This design comes from an exercise in tuning for small area on the open sky130 flow, not from production work.
Function not checked in this run: the RTL went through the layout flow alone.
Power figures rest on the tool's default switching activity, not on a simulated workload.

<file path="design/flow/config.mk">
export PLATFORM = sky130hd
export DESIGN_NAME = uart_display
export DESIGN_NICKNAME = uart_display
export VERILOG_FILES = /design/flow/design.v
export SDC_FILE = /design/flow/constraint.sdc
export NUM_CORES = 4
export LEC_CHECK = 0
export CAP_MARGIN = 20
export CORE_MARGIN = 2
export CORE_UTILIZATION = 40
export PLACE_DENSITY = 0.6
export SLEW_MARGIN = 20
</file>
<file path="design/flow/constraint.sdc">
create_clock -name core_clock -period 20.0 [get_ports {clk}]
set_input_delay 4.0000 -clock core_clock [delete_from_list [all_inputs] [get_ports {clk}]]
set_output_delay 4.0000 -clock core_clock [all_outputs]
set_load 0.01 [all_outputs]
</file>
<file path="design/flow/design.v">
module seg_decoder
(
    input[3:0]      bin_data,
    output reg[6:0] seg_data
);
wire A,B,C,D;
assign A = bin_data[3];
assign B = bin_data[2];
assign C = bin_data[1];
assign D = bin_data[0];
always@(*)
begin
	seg_data[6] = (~A&~B&~C) | ~A&B&C&D | A&B&~C&~D;
	seg_data[5] = (~A&~B&D) | (~A&~B&C) | (~A&C&D) | (A&B&~C&D);
	seg_data[4] = (~A&D) | (~A&B&~C) | (~B&~C&D);
	seg_data[3] = (~A&~B&~C&D) | (~A&B&~C&~D) + (B&C&D) + (A&~B&C&~D);
	seg_data[2] = (~A&~B&C&~D) | (A&B&~D) | (A&B&C);
	seg_data[1] = (~A&B&~C&D) | (B&C&~D) | (A&B&~D) | (A&C&D);
	seg_data[0] = (~A&~B&~C&D) | (~A&B&~C&~D) | (A&B&~C&D) | (A&~B&C&D);
end
endmodule
module display(
	input           clk,
	input           rst_n,
	output reg[5:0] seg_sel,       
	output reg[7:0] seg_data,      
	input[7:0]      seg_data_0,
	input[7:0]      seg_data_1
);
parameter SCAN_FREQ = 200;      
parameter CLK_FREQ = 50000000;  
parameter SCAN_COUNT = CLK_FREQ /(SCAN_FREQ * 6) - 1;
reg[31:0] scan_timer;   
reg[3:0] scan_sel;      
always@(posedge clk or negedge rst_n)
begin
	if(rst_n == 1'b0)
	begin
		scan_timer <= 32'd0;
		scan_sel <= 4'd0;
	end
	else if(scan_timer >= SCAN_COUNT)
	begin
		scan_timer <= 32'd0;
		if(scan_sel == 4'd5)
			scan_sel <= 4'd0;
		else
			scan_sel <= scan_sel + 4'd1;
	end
	else
		begin
			scan_timer <= scan_timer + 32'd1;
		end
end
always@(posedge clk or negedge rst_n)
begin
	if(rst_n == 1'b0)
	begin
		seg_sel <= 6'b111111;
		seg_data <= 8'hff;
	end
	else
	begin
		case(scan_sel)
			4'd0:
			begin
				seg_sel <= 6'b11_1110;
				seg_data <= seg_data_0;
			end
			4'd1:
			begin
				seg_sel <= 6'b11_1101;
				seg_data <= seg_data_1;
			end
			default:
			begin
				seg_sel <= 6'b11_1111;
				seg_data <= 8'hff;
			end
		endcase
	end
end
endmodule
module uart_rx(
	input clk,
	input rst_n,
	input rx,
	output done,
	output [7:0] rx_data,
	output [2:0] rx_state
);
parameter IDLE = 3'd0;
parameter START = 3'd1;
parameter TRANSMIT = 3'd2;
parameter STOP = 3'd3;
parameter CLEANUP = 3'd4;
reg[2:0] state;
reg[2:0] bit_index;
reg r_done;
assign done = r_done;
assign rx_state = state;
parameter CLKS_PER_BIT = 434;
reg[11:0] clk_counter;
reg rx_reg;
reg rx_r;
reg [7:0] rx_buffer;
always@(posedge clk or negedge rst_n)
begin
	if(rst_n == 1'b0)
	begin
		rx_r <= 1;
		rx_reg <= 1;
	end
	else
	begin
		rx_r <= rx;
		rx_reg <= rx_r;
	end
end
always@(posedge clk or negedge rst_n)
begin
	if(rst_n == 1'b0)
	begin
		state <= 0;
		r_done <= 0;
		clk_counter <= 0;
		bit_index <= 0;
		rx_buffer <= 0;
	end
	else
	case(state)
		IDLE:
		begin
			r_done <= 0;
			clk_counter <= 0;
			bit_index <= 0;
			if (rx_reg == 0)
				state <= START;
			else
				state <= IDLE;
		end
		START:
		begin
			if(clk_counter == (CLKS_PER_BIT-1)/2)
			begin
				if(rx_reg == 0)
				begin
					clk_counter <= 0;
					state <= TRANSMIT;
				end
				else
					state <= IDLE;
			end
			else
			begin
				clk_counter <= clk_counter + 1;
				state <= START;
			end
		end
		TRANSMIT:
		begin
			if(clk_counter < CLKS_PER_BIT-1)
			begin
				clk_counter <= clk_counter + 1;
				state <= TRANSMIT;
			end
			else
			begin
				clk_counter <= 0;
				rx_buffer[bit_index] <= rx_reg;
				if(bit_index < 7)
				begin
					bit_index <= bit_index + 1;
					state <= TRANSMIT;
				end
				else
				begin
					bit_index <= 0;
					state <= STOP;
				end
			end
		end
		STOP:
		begin
			if(clk_counter < CLKS_PER_BIT-1)
			begin
				clk_counter <= clk_counter + 1;
				state <= STOP;
			end
			else
			begin
				r_done <= 1;
				clk_counter <= 0;
				state <= CLEANUP;
			end
		end
		CLEANUP:
		begin
			rx_buffer <= rx_buffer ^ 8'h11;
			state <= IDLE;
			r_done <= 0;
		end
	endcase
end
assign rx_data = rx_buffer;
endmodule
module uart_tx(
	input clk,
	input rst_n,
	input activate,
	input [7:0] data,
	output reg active,
	output reg tx,
	output reg done,
	output [2:0] tx_state
);
parameter IDLE = 3'd0;
parameter START = 3'd1;
parameter TRANSMIT = 3'd2;
parameter STOP = 3'd3;
parameter CLEANUP = 3'd4;
reg[2:0] state; 
reg[2:0] bit_index;
assign tx_state = state;
reg[7:0] tx_data;
parameter CLKS_PER_BIT = 434;
reg[11:0] clk_counter;
always @(posedge clk or negedge rst_n)
begin
	if(rst_n == 1'b0)
	begin
		state <= IDLE;
		bit_index <= 0;
		tx_data <= 0;
		clk_counter <= 0;
		active <= 0;
		tx <= 1;
		done <= 0;
	end
	else
	case (state)
		IDLE:
		begin
			tx <= 1;
			done <= 0;
			bit_index <= 0;
			clk_counter <= 0;
			if(activate == 1)
			begin
				active <= 1;
				tx_data <= data;
				state <= START;
			end
			else
				state <= IDLE;
		end
		START:
		begin
			tx <= 0;
			if (clk_counter < CLKS_PER_BIT-1)
			begin
				clk_counter <= clk_counter + 1;
				state <= START;
			end
			else
			begin
				clk_counter <= 0;
				state <= TRANSMIT;
			end
		end
		TRANSMIT:
		begin
			tx <= tx_data[bit_index];
			state <= TRANSMIT;
			if (clk_counter < CLKS_PER_BIT-1)
			begin
				clk_counter <= clk_counter + 1;
				state <= TRANSMIT;
			end
			else
			begin
				clk_counter <= 0;
				if(bit_index < 7)
				begin
					bit_index <= bit_index + 1;
					state <= TRANSMIT;
				end
				else
				begin
					bit_index <= 0;
					state <= STOP;
				end	
			end
		end
		STOP:
		begin
			tx <= 1;
			if (clk_counter < CLKS_PER_BIT-1)
			begin
				clk_counter <= clk_counter + 1;
				state <= STOP;
			end
			else
			begin
				clk_counter <= 0;
				done <= 1;
				state <= CLEANUP;
				active <= 0;
			end
		end
		CLEANUP:
		begin
			done <= 1;
			state <= IDLE;
			tx_data <= 0;
		end
		default: 
			state <= IDLE;
	endcase
end
endmodule
module uart_display(
	input 		clk,
	input 		rst_n,
	input			rx,
	input			rx_key,
	output		tx,
	output		done,
	output 		active,
	output[5:0] seg_sel,
	output[7:0]	seg_data
);
wire activate;
wire [7:0] data, data_out;
wire [7:0] key;
uart_rx uart_rx0(
	.clk(clk),
	.rst_n(rst_n),
	.rx(rx),
	.done(activate),
	.rx_data(data),
	.rx_state()
);
uart_rx uart_rx1(
	.clk(clk),
	.rst_n(rst_n),
	.rx(rx_key),
	.done(),
	.rx_data(key),
	.rx_state()
);
uart_tx uart_tx0(
	.clk(clk),
	.rst_n(rst_n),
	.activate(activate),
	.data(data^key),
	.active(active),
	.tx(tx),
	.done(done),
	.tx_state()
);
wire[6:0] seg_data_0;
seg_decoder seg_decoder_m0(
    .bin_data  (data[7:4]),
    .seg_data  (seg_data_0)
);
wire[6:0] seg_data_1;
seg_decoder seg_decoder_m1(
    .bin_data  (data[3:0]),
    .seg_data  (seg_data_1)
);
display seg_scan_m0(
    .clk        (clk),
    .rst_n      (rst_n),
    .seg_sel    (seg_sel),
    .seg_data   (seg_data),
    .seg_data_0 ({1'b1,seg_data_0}),
    .seg_data_1 ({1'b1,seg_data_1})  
);
endmodule
</file>
<file path="design/flow/run.sh">
#!/bin/bash
# synth_recipe.tcl (not shown) runs the flow's synth.tcl, then flattens the netlist and writes it again
# the make line also repeats each setting of config.mk as NAME=value (left out here)
make -C /OpenROAD-flow-scripts/flow DESIGN_CONFIG=/design/flow/config.mk WORK_HOME=/design/flow/orfs CLKGATE_MAP_FILE= SYNTH_SCRIPT=/design/flow/synth_recipe.tcl finish
</file>
==> impl_metrics.toml <==
[detailed_routing]
drt_iter0_markers = 440
wl_per_cell_um = 14.0
antenna_left = 0
drc = 0
firstDrtPassIters = 5
wl_um = 13600
vias = 5275
post_drt_via_cell_ratio = 5.43

[place]
dp.cells = 940
gp_congestion = 0.812
place_area_um2 = 7260
pre_cts_ws_ps = 14430
place_hpwl_um = 9340
io_buffers = 15

[worst_setup_path]
reg2reg_from = "uart_rx0.clk_counter[0]"
start_kind = "flip-flop"
worst_path_largest_cell_delay_ps = 530
crit_arrival_ps = 1480
worst-path-max-fanout = 2
crit_family = "flip-flops"
crit_chain = "clkdlybuf4s50_1"
crit_slowest_cell = "dfstp_2"
crit_buf_inv = 1
worstSetupEndpointType = "primary output"
crit_type = "flip-flop to primary output"
startpoint = "uart_tx0.tx"
cp.required_ps = 16000

[synthesis]
netlist_area_um2 = 6940
yosys.area.top_type = "dfrtp_1"
ys_async_sr_fraction = 1.00
syn_avg_cell_area_um2 = 9.60
post_synth_num_cell_types = 73
synth_edf_count = 0
synth_top_flop_cell = "dfrtp_1"
synth_seq_area_share = 0.475
yosysWarningCount = 4
syn_inst = 723
synth_area_leaders = "dfrtp_1 42%, dfstp_2 5.3%, nor2_1 3.8%"
synth-seq-cells = 131
synth_top_area_share = 0.422

[layout]
largest_reg_flops = 32
top_register = "seg_scan_m0.scan_timer"
nNetsFinal = 754
final_common_cell = "dfrtp_1"
syn2layout_area_growth_pct = 12.7
finalInstanceArea_um2 = 7830
final_cell_mix = "117 x dfrtp_1, 70 x nor2_1, 59 x nand2_1"
diodes = 0
final_cells = 972
final_layout_size_suffix_gt1_frac = 0.103

[timing]
fin_crit_sh = 0.274
tightest_slew_ps = 878
maxSlewHeadroom = 0.412
fmax_mhz = 182
skew_ps = 11.9
final_max_slew_viol_count = 0
finalHoldViolations = 0
fin_tns_setup_ps = 0
setup_ws_ps = 14520
setup-violations-final = 0
rsz0062_at_grt = "no"
period_minus_slack_ps = 5480
whs_ps = 355

[floorplanning]
rows = 48
die_h_um = 136
coreArea_um2 = 17100
die_w_um = 136
dieArea_um2 = 18400
initial_core_util = 0.406
io_pins = 21

[cts]
cts_buffers = 17
cts_root_buffer = "clkbuf_16"
cts_buffer_depth = 2
post-cts-setup-buffer-count = 0
worstSkewPairLatency_ps = 420
cts_tree = "yes"
cts.sinks = 131
clk_pin_slew_worst_paths_ps = 60
post_cts_resized = 0
htreeDepth = 4
hold_buffers = 0

[pwr]
peakVddDrop_uv = 62.7
power_density_nw_per_um2 = 80.4
p_leak_nw = 3.24

[global_routing]
track_usage = 0.161
grt_first_pass_wirelength_um = 23900
grt_max_degree = 68
grt_overflow_total = 0
antenna_found_initial = 0
grt_pass1_vias = 4980

[run]
maxCapViolCount = 0

[outcome]
status = "complete, no violations"

[worst_hold_path]
hp-class = "flip-flop to flip-flop"
hold_start = "uart_rx1.rx_r"
-- layer usage --
layer | GRT usage | share of wire | wire (um)
met5 | 0 | 0 | 0
met4 | 0.0492 | 0.010 | 138
met3 | 0.0438 | 0.029 | 401
met2 | 0.253 | 0.47 | 6420
met1 | 0.218 | 0.49 | 6660
-- per-stage QoR --
stage,power [mW],utilization
final,0.630,0.457
after global routing,0.658,0.457
after detailed placement,0.336,0.424
after floorplan,0.312,-
after CTS,0.639,0.457
after global placement,0.335,0.424
-- worst paths after layout --
| check | to | depth (start not counted) | slack (ps) |
|---|---|---|---|
| max in group asynchronous | uart_tx0.clk_counter[0] | 2 | 15010 |
| max reg2reg | uart_rx0.rx_buffer[0] | 7 | 17260 |
| min reg2reg | uart_rx1.rx_reg | 0 | 360 |
| min | uart_rx1.rx_reg | 0 | 360 |
| min in group asynchronous | uart_rx0.bit_index[2] | 1 | 3680 |
| max | tx | 1 | 14520 |
-- cells by family after synthesis --
family,share of synthesized area
flip-flops,0.475
other,0.00108
XOR/XNOR,0.0530
multiplexers,0.0205
buffers and inverters,0.0476
adder cells (fa/ha/maj),0.0288
AO/OA/AOI/OAI,0.154
AND/OR/NAND/NOR,0.221
-- layout make-up --
class | instances | area (um2)
Clock buffer | 18 | 429
Clock inverter | 14 | 141
Fill cell | 1609 | 9290
Inverter | 34 | 128
Multi-Input combinational cell | 533 | 3390
Sequential cell | 131 | 3300
Tap cell | 225 | 282
Timing Repair Buffer | 17 | 163
-- cells in the mapped netlist, drive strengths merged, types with 4 or more instances --
master   instances
mux2             6
o31ai            5
nor3            17
a21oi           29
a221oi           4
o211ai           5
ha              16
and2             5
dfstp           14
dfrtp          117
nand2b           9
o21ai           37
a211oi           4
nor2            70
o22ai            8
a31oi           10
a22o            13
nand3           37
nand4b           5
or3             17
clkbuf          29
nand2           59
buf             15
nand4           15
a22oi            5
nor3b            7
xnor2           22
nor4            15
o2bb2ai          5
and4             5
inv             34
and3             8
xor2            20
or2              5
-- where the power goes --
part / internal (mW) / switching [mW]
Combinational: 0.0206 / 0.0205
Clock: 0.174 / 0.125
Sequential: 0.282 / 0.00709
Total: 0.477 / 0.152

[re-timing with driven ports]
No port has a modelled driver above. Below, the same layout with a new extraction and two added sets of constraints. Step 1 (the two cells are an assumption about what drives the block):
set clk [get_ports {clk}]
set_driving_cell -lib_cell sky130_fd_sc_hd__clkbuf_16 $clk
set_driving_cell -lib_cell sky130_fd_sc_hd__buf_2 [delete_from_list [all_inputs] $clk]
Step 2 moves the port delays by t, midway between the first and last clock arrival at a register: inputs arrive t later, outputs are due t later. That takes back most of the time a late clock gives input paths. Three values: no drivers, after step 1, after step 2; two values: the first two.
t, ns: 0.457
slack for setup (ns): 14.520 / 14.479 / 14.566
worst setup path after step 2: input, reset recovery
clock arrival spread, ns: 0.012 / 0.012
cell pins on the clock port's net: 1
After both steps this run still meets setup and hold. For this run, drivers alone change the setup slack by -0.041 ns; drivers and shift together by +0.046 ns. Setup slack includes reset recovery checks.
